Context: an optimization exercise on an open-source flow, tuned for small area, a short achievable clock period and few clock cycles. The choices shown serve that exercise and are no tape-out recipe.
The RTL was checked by simulation tests, not by an equivalence proof against the original design.

`design/flow/design.v`:
```
`timescale 1ns/1ps
module mux16_1 #(
    parameter DATA_WIDTH = 32
)(
    input   [DATA_WIDTH - 1:0] in0, in1, in2, in3, in4, in5, in6, in7, in8, in9
,   input   [DATA_WIDTH - 1:0] in10, in11, in12, in13, in14, in15
,   input   [3:0]               sel
,   output reg  [DATA_WIDTH - 1:0] res
);
    always @(*) begin
        case (sel)
            4'd0:       res = in0;
            4'd1:       res = in1;
            4'd2:       res = in2;
            4'd3:       res = in3;
            4'd4:       res = in4;    
            4'd5:       res = in5;
            4'd6:       res = in6;
            4'd7:       res = in7;
            4'd8:       res = in8;
            4'd9:       res = in9;
            4'd10:      res = in10;
            4'd11:      res = in11;
            4'd12:      res = in12;
            4'd13:      res = in13;
            4'd14:      res = in14;
            4'd15:      res = in15;
            default:    res = {32{1'b0}};
        endcase
    end 
endmodule
`timescale 1ns/1ps
module booth_decode #(
    parameter DATA_WIDH = 32
)(
    input   [DATA_WIDH - 1:0] A
,   input   [3:0]             sel
,   input   is_signed
,   output  [DATA_WIDH + 1:0] res
);
    wire [DATA_WIDH + 1:0] pp;
    wire [DATA_WIDH + 1:0] A_ex;
    assign A_ex = (is_signed) ? {{2{A[DATA_WIDH-1]}}, A} : {2'b0, A};
    mux16_1 #(.DATA_WIDTH(DATA_WIDH + 2)) mux16_1_inst (
        .in0({(DATA_WIDH + 2){1'b0}}),                     
        .in1(A_ex),                         
        .in2(A_ex),                         
        .in3(A_ex << 1),                    
        .in4(A_ex << 1),                    
        .in5((A_ex << 1) + A_ex),                
        .in6((A_ex << 1) + A_ex),                
        .in7(A_ex << 2),                    
        .in8(~(A_ex << 2) + 1'b1),          
        .in9(~(A_ex << 1) - A_ex + 1'b1),      
        .in10(~(A_ex << 1) - A_ex + 1'b1),     
        .in11(~(A_ex << 1) + 1'b1),         
        .in12(~(A_ex << 1) + 1'b1),         
        .in13(~(A_ex) + 1'b1),              
        .in14(~(A_ex) + 1'b1),              
        .in15({(DATA_WIDH + 2){1'b0}}),                    
        .sel(sel),
        .res(pp)
    );
    assign res = pp;
endmodule
`timescale 1ns/1ps
module csa #(
    parameter WIDTH = 32
)(
	input  [WIDTH - 1:0] x, y, z
,   output [WIDTH - 1:0] sum, carry
);
	wire [WIDTH - 1:0] carry_stage;
	genvar i;
	generate
		for (i = 0; i < WIDTH; i = i + 1) begin : CSA_STAGE
			fulladder fa (
				.a(x[i]),
				.b(y[i]),
				.cin(z[i]),
				.sum(sum[i]),
				.carry(carry_stage[i])
			);
		end
	endgenerate
	assign carry = carry_stage;
endmodule
module fulladder (
	input a, b, cin
,   output sum, carry
);
	assign {carry, sum} = a + b + cin;
endmodule
`timescale 1ns/1ps
module mul32 #(
    parameter DATA_WIDH = 32
)(
    input   clk, rst_n, valid_input
,   input   [1:0] is_unsigned         
,   input   [DATA_WIDH - 1:0] a, b
,   output  [DATA_WIDH - 1:0] R_high, R_low
,   output  valid_output 
,   output  reg is_busy
);
    localparam IDLE = 0, COMPUTE = 1, DONE = 2;
    localparam num_reg = 6;
    localparam OUTW    = DATA_WIDH*2;
    wire [OUTW-1:0] pp      [0:10];
    wire [OUTW-1:0] sum     [0:0];
    wire [OUTW-1:0] carry   [0:0];
    wire [61:0]     A_ex;
    wire sign_fill;
    reg [1:0]           state;
    reg [OUTW-1:0]      tmp         [0:num_reg-1];
    reg [OUTW-1:0]      result;
    reg [DATA_WIDH-1:0] reg_rs1, reg_rs2;
    reg [2:0]           compute_count;
    assign sign_fill = (is_unsigned == 2'b01) ? reg_rs2[DATA_WIDH-1] : 1'b0;
    integer i;
    always @(posedge clk or negedge rst_n) begin
        if (~rst_n) begin
            for (i = 0; i < num_reg; i = i + 1'b1) begin
                tmp[i] <= 64'd0;
            end
            state           <= IDLE;
            result          <= 64'd0;
            reg_rs1         <= 32'd0;
            reg_rs2         <= 32'd0;
            compute_count   <= 3'd0;
            is_busy         <= 1'b0;
        end
        else begin
            case(state)
                IDLE: begin
                    tmp[0]          <= 64'd0;
                    tmp[1]          <= 64'd0;
                    tmp[2]          <= 64'd0;
                    tmp[3]          <= 64'd0;
                    tmp[4]          <= 64'd0;
                    tmp[5]          <= 64'd0;
                    reg_rs1         <= 32'd0;
                    reg_rs2         <= 32'd0;
                    compute_count   <= 3'd0;
                    is_busy         <= 1'b0;
                    if (valid_input) begin
                        reg_rs1 <= a;
                        reg_rs2 <= b;
                        state   <= COMPUTE;
                        is_busy <= 1'b1;
                    end 
                end 
                COMPUTE: begin
                    compute_count   <= compute_count + 1'b1;
                    case(compute_count)
                        3'd0: begin
                            tmp[0]  <= pp[0]         + (pp[1] << 3);
                            tmp[1]  <= (pp[2] << 6)  + (pp[3] << 9);
                            tmp[2]  <= (pp[4] << 12) + (pp[5] << 15);
                            tmp[3]  <= (pp[6] << 18) + (pp[7] << 21);
                            tmp[4]  <= (pp[8] << 24) + (pp[9] << 27);
                            tmp[5]  <= (pp[10] << 30);
                        end
                        3'd1: begin
                            tmp[0]  <= tmp[0] + tmp[1];
                            tmp[1]  <= tmp[2] + tmp[3];
                            tmp[2]  <= tmp[4] + tmp[5];        
                        end 
                        3'd2: begin
                            tmp[0]  <= sum[0];
                            tmp[1]  <= carry[0] << 1;
                        end
                        3'd3: begin
                            result  <= tmp[0] + tmp[1];
                            state   <= DONE;
                        end  
                    endcase
                end 
                DONE: begin
                    state           <= IDLE;
                    is_busy         <= 1'b0;
                    compute_count   <= 3'd0;
                end
            endcase
        end 
    end 
    assign R_high       = result[63:32];
    assign R_low        = result[31:0];
    assign valid_output = (state == DONE) ? 1'b1 : 1'b0;
    wire [3:0] sel0  = {reg_rs2[2:0],  1'b0};
    wire [3:0] sel1  = reg_rs2[5:2];
    wire [3:0] sel2  = reg_rs2[8:5];
    wire [3:0] sel3  = reg_rs2[11:8];
    wire [3:0] sel4  = reg_rs2[14:11];
    wire [3:0] sel5  = reg_rs2[17:14];
    wire [3:0] sel6  = reg_rs2[20:17];
    wire [3:0] sel7  = reg_rs2[23:20];
    wire [3:0] sel8  = reg_rs2[26:23];
    wire [3:0] sel9  = reg_rs2[29:26];
    wire [3:0] sel10 = {sign_fill, reg_rs2[31:29]};
    assign A_ex = (is_unsigned[0]) ? {{30{reg_rs1[31]}}, reg_rs1} : {30'd0, reg_rs1};
    booth_decode #(.DATA_WIDH(62)) u_bd0  (.A(A_ex), .is_signed(is_unsigned[0]), .sel(sel0),  .res(pp[0]));
    booth_decode #(.DATA_WIDH(62)) u_bd1  (.A(A_ex), .is_signed(is_unsigned[0]), .sel(sel1),  .res(pp[1]));
    booth_decode #(.DATA_WIDH(62)) u_bd2  (.A(A_ex), .is_signed(is_unsigned[0]), .sel(sel2),  .res(pp[2]));
    booth_decode #(.DATA_WIDH(62)) u_bd3  (.A(A_ex), .is_signed(is_unsigned[0]), .sel(sel3),  .res(pp[3]));
    booth_decode #(.DATA_WIDH(62)) u_bd4  (.A(A_ex), .is_signed(is_unsigned[0]), .sel(sel4),  .res(pp[4]));
    booth_decode #(.DATA_WIDH(62)) u_bd5  (.A(A_ex), .is_signed(is_unsigned[0]), .sel(sel5),  .res(pp[5]));
    booth_decode #(.DATA_WIDH(62)) u_bd6  (.A(A_ex), .is_signed(is_unsigned[0]), .sel(sel6),  .res(pp[6]));
    booth_decode #(.DATA_WIDH(62)) u_bd7  (.A(A_ex), .is_signed(is_unsigned[0]), .sel(sel7),  .res(pp[7]));
    booth_decode #(.DATA_WIDH(62)) u_bd8  (.A(A_ex), .is_signed(is_unsigned[0]), .sel(sel8),  .res(pp[8]));
    booth_decode #(.DATA_WIDH(62)) u_bd9  (.A(A_ex), .is_signed(is_unsigned[0]), .sel(sel9),  .res(pp[9]));
    booth_decode #(.DATA_WIDH(62)) u_bd10 (.A(A_ex), .is_signed(is_unsigned[0]), .sel(sel10), .res(pp[10]));
    csa #(.WIDTH(OUTW)) csa0(.x(tmp[0]), .y(tmp[1]), .z(tmp[2]), .sum(sum[0]), .carry(carry[0]));
endmodule
`timescale 1ns/1ps
module Div_unit #(
    parameter DATA_WIDTH = 32
)(
    input   [DATA_WIDTH:0]      A, M
,   input   [DATA_WIDTH - 1:0]  Q
,   output  [DATA_WIDTH:0]      A_new
,   output  [DATA_WIDTH - 1:0]  Q_new
);
    wire [DATA_WIDTH:0]     A_tmp;
    wire [DATA_WIDTH - 1:0] Q_tmp;
    assign {A_tmp, Q_tmp}   = {A[DATA_WIDTH-1:0], Q, 1'b0};
    assign A_new            = (A[DATA_WIDTH] ? A_tmp + M : A_tmp - M);
    assign Q_new            = {Q_tmp[DATA_WIDTH-1:1], (~A_new[DATA_WIDTH])};
endmodule
module DivStageK #(
  parameter W = 32,
  parameter K = 3
)(
  input  [W:0]    A_in
,   input  [W:0]    M_in
,   input  [W-1:0]  Q_in
,   output [W:0]    A_out
,   output [W-1:0]  Q_out
);
  wire [W:0]    A_bus [0:K];
  wire [W-1:0]  Q_bus [0:K];
  assign A_bus[0] = A_in;
  assign Q_bus[0] = Q_in;
  genvar i;
  generate
    for (i = 0; i < K; i = i + 1) begin : G
      Div_unit u_div_unit (
        .A     (A_bus[i]),
        .M     (M_in),
        .Q     (Q_bus[i]),
        .A_new (A_bus[i+1]),
        .Q_new (Q_bus[i+1])
      );
    end
  endgenerate
  assign A_out = A_bus[K];
  assign Q_out = Q_bus[K];
endmodule
`timescale 1ns/1ps
module non_restore #(
    parameter DATA_WIDTH = 32
)(
    input   clk, rst_n, is_unsigned, valid_input
,   input   [DATA_WIDTH - 1:0] dividend, divisor
,   output  [DATA_WIDTH - 1:0] quotient, remainder
,   output  valid_output
,   output  reg is_busy
);
    localparam IDLE = 0, INIT = 1, CALC = 2, DONE = 3;
    localparam num_reg = 17;
    localparam num_tmp = 17;
    reg [1:0]               state;
    reg [DATA_WIDTH-1:0]    reg_a, reg_b;
    reg [DATA_WIDTH:0]      M;
    reg [DATA_WIDTH:0]      A, A_res;
    reg [DATA_WIDTH-1:0]    Q, Q_res;
    reg                     sign;
    reg                     sign_r;
    reg [4:0]               count_calc;
    wire [DATA_WIDTH:0]     A_new [0:1];
    wire [DATA_WIDTH-1:0]   Q_new [0:1];
    wire [DATA_WIDTH:0]     divisor_ex;
    wire sign_a;
    wire sign_b;
    wire [DATA_WIDTH-1:0] abs_a, abs_b;
    wire [DATA_WIDTH:0] M0;
    assign divisor_ex   = (is_unsigned) ? {1'b0, reg_b} : {reg_b[DATA_WIDTH-1], reg_b};
    assign sign_a       = ~is_unsigned & reg_a[DATA_WIDTH-1];
    assign sign_b       = ~is_unsigned & reg_b [DATA_WIDTH-1];
    assign abs_a        = sign_a ? (~reg_a + 1'b1) : reg_a;
    assign abs_b        = sign_b ? (~reg_b  + 1'b1) : reg_b;
    assign M0           = {1'b0, abs_b};
    integer i;
    always @(posedge clk or negedge rst_n) begin
        if (~rst_n) begin
            for (i = 0; i < num_reg; i = i + 1) begin
                Q[i] <= {DATA_WIDTH{1'b0}};
                M[i] <= {(DATA_WIDTH + 1){1'b0}};
                A[i] <= {(DATA_WIDTH + 1){1'b0}};
            end 
            A           <= {(DATA_WIDTH + 1){1'b0}};
            A_res       <= {(DATA_WIDTH + 1){1'b0}};
            M           <= {(DATA_WIDTH + 1){1'b0}};
            reg_a       <= {(DATA_WIDTH){1'b0}};
            reg_b       <= {(DATA_WIDTH){1'b0}};
            Q           <= {DATA_WIDTH{1'b0}};
            Q_res       <= {DATA_WIDTH{1'b0}};
            state       <= IDLE;
            count_calc  <= 5'd0;
            is_busy     <= 1'b0;
            sign        <= 1'b0;
            sign_r      <= 1'b0;
        end 
        else begin
            case(state)
                IDLE: begin
                    A       <= {(DATA_WIDTH + 1){1'b0}};
                    reg_a   <= {(DATA_WIDTH){1'b0}};
                    reg_b   <= {(DATA_WIDTH){1'b0}};
                    Q       <= {DATA_WIDTH{1'b0}};
                    is_busy <= 1'b0;
                    if (valid_input) begin
                        reg_a   <= dividend;
                        reg_b   <= divisor;
                        state   <= INIT;
                        is_busy <= 1'b1;
                    end 
                end
                INIT: begin
                    M       <= M0;
                    Q       <= abs_a;
                    sign    <= (sign_a ^ sign_b) & (|reg_b);
                    sign_r  <= sign_a;
                    state   <= CALC;
                end 
                CALC: begin
                    count_calc  <= count_calc + 1'b1;
                    if (count_calc == 5'd0) begin
                        A   <= A_new[0];
                        Q   <= Q_new[0];
                    end
                    else if (count_calc <= 5'd15) begin
                        A   <= A_new[1];
                        Q   <= Q_new[1];
                    end
                    else begin
                        A_res   <= A_new[0];
                        Q_res   <= Q_new[0];
                        state   <= DONE;
                    end
                end
                DONE: begin
                    count_calc  <= 5'd0;
                    is_busy     <= 1'b0;
                    state       <= IDLE;
                end
            endcase
        end 
    end 
    wire [DATA_WIDTH-1:0] rem_abs;
    assign rem_abs      = (A_res[DATA_WIDTH])   ? A_res + M         : A_res;
    assign quotient     = (sign)                ? ~Q_res + 1'b1     : Q_res;
    assign remainder    = (sign_r)              ? ~rem_abs + 1'b1   : rem_abs;
    assign valid_output = (state == DONE);
    Div_unit u_stage_first (
        .A(A),
        .M(M),
        .Q(Q),
        .A_new(A_new[0]),
        .Q_new(Q_new[0])
    );
    DivStageK #(.W(DATA_WIDTH), .K(2)) stg(
        .A_in(A),
        .M_in(M),
        .Q_in(Q),
        .A_out(A_new[1]),
        .Q_out(Q_new[1]) 
    );
endmodule
`timescale 1ns/1ps
module MDU #(
    parameter DATA_WIDTH = 32
)(
    input   clk, rst_n, is_high, valid_input
,   input   [1:0]                   Mul_Div_unsigned 
,   input   [1:0]                   MulDivControl
,   input   [DATA_WIDTH - 1:0]      rs1, rs2
,   output reg [DATA_WIDTH - 1:0]   OutData
,   output stall
);
    wire    [DATA_WIDTH - 1:0]  E_MulHigh, E_MulLow;
    wire    [DATA_WIDTH - 1:0]  E_quotient, E_remainder;
    wire    mul_busy, div_busy, done;
    wire    valid_outputMul, valid_outputDiv;
    reg                         valid_inputMul, valid_inputDiv;
    reg     [1:0]               reg_control;
    reg     [DATA_WIDTH-1:0]    A, B;
    assign done = valid_outputDiv | valid_outputMul;
    assign stall = ((mul_busy | div_busy | valid_input) & (~done));
    always @(*) begin
        case(MulDivControl)
            2'b00: begin
                valid_inputMul  = valid_input;
                valid_inputDiv  = 1'b0;
                OutData         = (is_high) ? E_MulHigh : E_MulLow;
            end 
            2'b01: begin
                valid_inputMul  = 1'b0;
                valid_inputDiv  = valid_input;
                OutData         = E_quotient;
            end 
            2'b10: begin
                valid_inputMul  = 1'b0;
                valid_inputDiv  = valid_input;
                OutData         = E_remainder;
            end
            default: begin
                valid_inputMul = 1'b0;
                valid_inputDiv = 1'b0;
                OutData        = 32'd0;
            end
        endcase
    end
    mul32 mul_inst(
       .clk(clk),
       .rst_n(rst_n),
       .valid_input(valid_inputMul),
       .is_unsigned(Mul_Div_unsigned),
       .a(rs1),
       .b(rs2),
       .valid_output(valid_outputMul),
       .R_high(E_MulHigh),
       .R_low(E_MulLow),
       .is_busy(mul_busy)
    );
    non_restore div_inst(
       .clk(clk),
       .rst_n(rst_n),
       .valid_input(valid_inputDiv),
       .is_unsigned(Mul_Div_unsigned[0]),
       .dividend(rs1),
       .divisor(rs2),
       .valid_output(valid_outputDiv),
       .quotient(E_quotient),
       .remainder(E_remainder),
       .is_busy(div_busy)
    );
endmodule
```
`design/flow/run.sh`:
```
#!/bin/bash
# synth_recipe.tcl (not shown) runs the flow's synth.tcl, then flattens the netlist and writes it again
# the make line also repeats each setting of config.mk as NAME=value (left out here)
make -C /OpenROAD-flow-scripts/flow DESIGN_CONFIG=/design/flow/config.mk WORK_HOME=/design/flow/orfs CLKGATE_MAP_FILE= SYNTH_SCRIPT=/design/flow/synth_recipe.tcl finish
```
`design/flow/config.mk`:
```
export PLATFORM = sky130hd
export DESIGN_NAME = MDU
export DESIGN_NICKNAME = MDU
export VERILOG_FILES = /design/flow/design.v
export SDC_FILE = /design/flow/constraint.sdc
export NUM_CORES = 4
export LEC_CHECK = 0
export CAP_MARGIN = 20
export CELL_PAD_IN_SITES_DETAIL_PLACEMENT = 1
export CELL_PAD_IN_SITES_GLOBAL_PLACEMENT = 2
export CORE_MARGIN = 2
export CORE_UTILIZATION = 30
export PLACE_DENSITY = 0.5
export SLEW_MARGIN = 20
```
`design/flow/constraint.sdc`:
```
create_clock -name core_clock -period 10.0 [get_ports {clk}]
set_input_delay 2.0000 -clock core_clock [delete_from_list [all_inputs] [get_ports {clk}]]
set_output_delay 2.0000 -clock core_clock [all_outputs]
set_load 0.01 [all_outputs]
```
==> reports/metrics.csv <==
stage;metric;value;unit
timing;worst_pin_slew;1.26;ns
worst_setup_path;reg2reg_from;div_inst.M[1];
synthesis;ys_ff_latch;664;
layout;drive_above_1_share;0.107;
synthesis;synth_cell_types;96;
worst_setup_path;cp.arrival;10.25;ns
layout;area_growth;13.2;%
synthesis;async_flop_share;1.00;
worst_setup_path;reg2regPathDepth;39;
detailed_routing;drc_errors;0;
detailed_routing;drt_wl_total;565;mm
detailed_routing;vias;97303;
synthesis;ys_warn_count;7;
worst_setup_path;crit_top_cell;buf_4;
floorplan;rows;193;
synthesis;yosysTopAreaCellShare;0.200;
worst_setup_path;setup.worst_path.end_class;register;
layout;fillCellCount;33305;
floorplan;core;276000;µm²
floorplan;die_area;281000;µm²
cts;cts_tree;done;
timing;grt_setup_unrepaired;false;
synthesis;yosysSeqAreaShare;0.200;
floorplan;start_util;0.301;
grt;antenna_found_initial;50;
worst_setup_path;cp_max_fo;9;
detailed_routing;drt_first_pass_iters;9;
timing;max_freq;106;MHz
cts;clock_path_buffers;4;
grt;overflow;0;
synthesis;syn_inst;11200;
floorplan;num_io_pins;105;
cts;cts_root_buf;clkbuf_16;
status;status;finished clean;
worst_setup_path;r2r_setup_slack;0.54;ns
timing;hold_violations;0;
cts;clock-sinks;664;
placement;gp_congestion;1.01;
timing;finClkSkew;0.102;ns
timing;min_period_over_period;0.946;
synthesis;synth-edff-count;0;
worst_setup_path;crit_type;register to register;
worst_setup_path;cp-endpoint;div_inst.Q[0];
cts;clk_latency;0.91;ns
grt;grt_start_max_net_pins;143;
timing;setup_viol;0;
floorplan;die_w;530;µm
synthesis;syn_area;82900;µm²
min_path;min_path_type;register to register;
placement;dp_hpwl;438;mm
cts;cts.htree.levels;3;
min_path;min_from;mul_inst.tmp[0][5];
synthesis;ys_top_cells_by_count;1386 x a21oi_1, 1096 x nand2_1, 969 x o21ai_0, 866 x clkbuf_1, 781 x nor2_1;
synthesis;avgSynthCellArea;7.40;µm²
worst_setup_path;cp_slowest_stage_delay;0.47;ns
detailed_routing;drtAntennaViolNets;0;
cts;path_clk_slew;0.06;ns
timing;maxSlewHeadroom;0.157;
timing;maxSlewViolCount;0;
cts;numCtsBuffers;100;
synthesis;post-synth-top-count-cell;a21oi_1;
synthesis;synthesis.nets;11925;
detailed_routing;viasPerCell;6.54;
layout;final_nets;11803;
worst_setup_path;setup.worst_path.start_class;register;
synthesis;synth.largest_area_cell;dfrtp_1;
synthesis;synth_top_flop_cell;dfrtp_1;
timing;fin_crit;9.46;ns
placement;io_buffers;104;
worst_setup_path;reg2reg_to;div_inst.Q[0];
synthesis;synth_area_leaders;dfrtp_1 20%, ha_1 8.9%, a21oi_1 8.4%;
grt;grt.total_usage;0.389;
grt;grt_first_pass_wirelength;782;mm
detailed_routing;drt-initial-drc-count;11644;
flow_run;max-cap-violations;0;
worst_setup_path;cp_slowest_cell;or4_4;
floorplan;die_y;530;µm
worst_setup_path;startpoint;div_inst.M[1];
worst_setup_path;required;10.79;ns
cts;cts_setup_buffers;0;
detailed_routing;wire_per_inst;38.0;µm
timing;setup_tns;0;ns
grt;grt_pass1_vias;95598;
-- cell usage in the layout, fill, tap and decap left out, drive strengths merged, types with 63 or more instances in the layout --
master,count
clkdlybuf4s50,102
ha,590
nand4,73
o31ai,65
nand3,276
clkbuf,126
a211oi,88
o21a,71
nor2b,96
mux2i,103
o221ai,256
inv,452
a221oi,422
and3,78
xnor2,509
a21o,295
o221a,100
o22ai,150
a221o,82
o21bai,87
nand2,1096
mux2,89
nand2b,114
a31oi,111
dfrtp,664
fa,63
a21oi,1387
nor3,151
o21ai,974
a22oi,100
nor2,795
xor2,247
buf,612
-- flip-flops by register name, summed over array words and instances (netlist names), 2 cells and up --
signal / flops
div_inst.Q_res: 32
div_inst.A: 33
mul_inst.state: 2
div_inst.reg_a: 32
div_inst.state: 2
mul_inst.reg_rs1: 32
div_inst.reg_b: 32
div_inst.count_calc: 5
div_inst.M: 32
mul_inst.result: 64
mul_inst.tmp: 294
mul_inst.reg_rs2: 32
div_inst.A_res: 33
mul_inst.compute_count: 3
div_inst.Q: 32
-- kinds of logic after synthesis --
kind of cell               synth area share
adders and majority gates             0.104
buffers and inverters                0.0633
and+or+nand+nor                       0.160
DFF                                   0.200
xor gates and xnor gates             0.0806
muxes                                0.0245
AOI/OAI and AO/OA                     0.367
-- final cells by class --
type | count | area (µm²) | share of cell area
clock inverter | 53 | 667 | 0.00710
tap | 3705 | 4640 | 0.0494
clock buffer | 126 | 2680 | 0.0286
antenna | 13 | 32.5 | 0.000347
inverter | 455 | 1710 | 0.0182
sequential | 664 | 16600 | 0.177
multi-input combinational | 9143 | 61800 | 0.659
timing repair buffer | 714 | 5710 | 0.0608
-- how the worst min path moves through the flow --
stage               depth (start not counted)                  end
floorplan                                   2  mul_inst.tmp[2][14]
global placement                            2  mul_inst.result[20]
detailed placement                          2  mul_inst.tmp[5][46]
CTS                                         1   mul_inst.result[5]
global route                                1   mul_inst.result[4]
finish                                      1   mul_inst.result[5]
-- worst max-delay path, delay by kind of cell (launching register included) --
| family | cells | cell delay (ns) |
|---|---|---|
| AO/OA/AOI/OAI | 12 | 2.63 |
| XOR/XNOR | 3 | 0.56 |
| adder cells (fa/ha/maj) | 3 | 0.79 |
| buffers and inverters | 7 | 1.19 |
| flip-flops | 1 | 0.38 |
| AND/OR/NAND/NOR | 14 | 3.82 |
-- layer usage --
metal | up-vias | global-route usage | part of all wire
met5 | - | 0.00222 | 0.00044
met4 | 28 | 0.185 | 0.058
met3 | 1114 | 0.0875 | 0.088
met2 | 4892 | 0.559 | 0.40
met1 | 49685 | 0.546 | 0.45
li1 | 41584 | - | -
-- through the flow --
stage               hold WS, ns  instance area [µm²]  setup WS, ns   util  instances
floorplan                 0.439                82900          1.63      -      11200
global placement          0.458                90400         0.737  0.328      14678
detailed placement        0.467                90400         0.634  0.328      14679
CTS                       0.443                93800         0.468  0.340      14858
global route              0.467                93800       0.00485  0.340      14865
finish                    0.448                93900         0.542  0.340      14873
-- what timing repair did --
item / CTS / global route
gates resized for setup: 0 / 1
setup endpoints to repair: 0 / 1
hold buffers: 0 / 0
endpoints found under the hold margin: 0 / 0
Testbench counts, summed over its fixed seeds: cycles 104,602.

-- what the ideal ports hide --
How much do the figures lean on ideal ports? The routed layout below was timed once more, with nothing changed but the port constraints.
Step 1: set_driving_cell puts a clkbuf_16 on clk and a buf_2 on each other input, an assumption about the parent block.
Step 2 times the ports against the registers' clock, not the clock port: input delays grow and output delays shrink by t, the midpoint of the rising clock arrivals with the driver on.
Slacks: ideal ports / drivers / drivers and shift; pairs: ideal ports / drivers.
shift t [ns]: 0.976
setup WS [ns]: 0.542 / 0.509 / 0.542
worst hold slack (ns): 0.448 / 0.448 / 0.448
latest minus earliest clock arrival (ns): 0.103 / 0.103
worst register clock-pin slew, ns: 0.08 / 0.08
After both steps setup and hold are still met in this run. For this run, drivers alone change the setup slack by -0.033 ns; drivers and shift together by 0.000 ns.
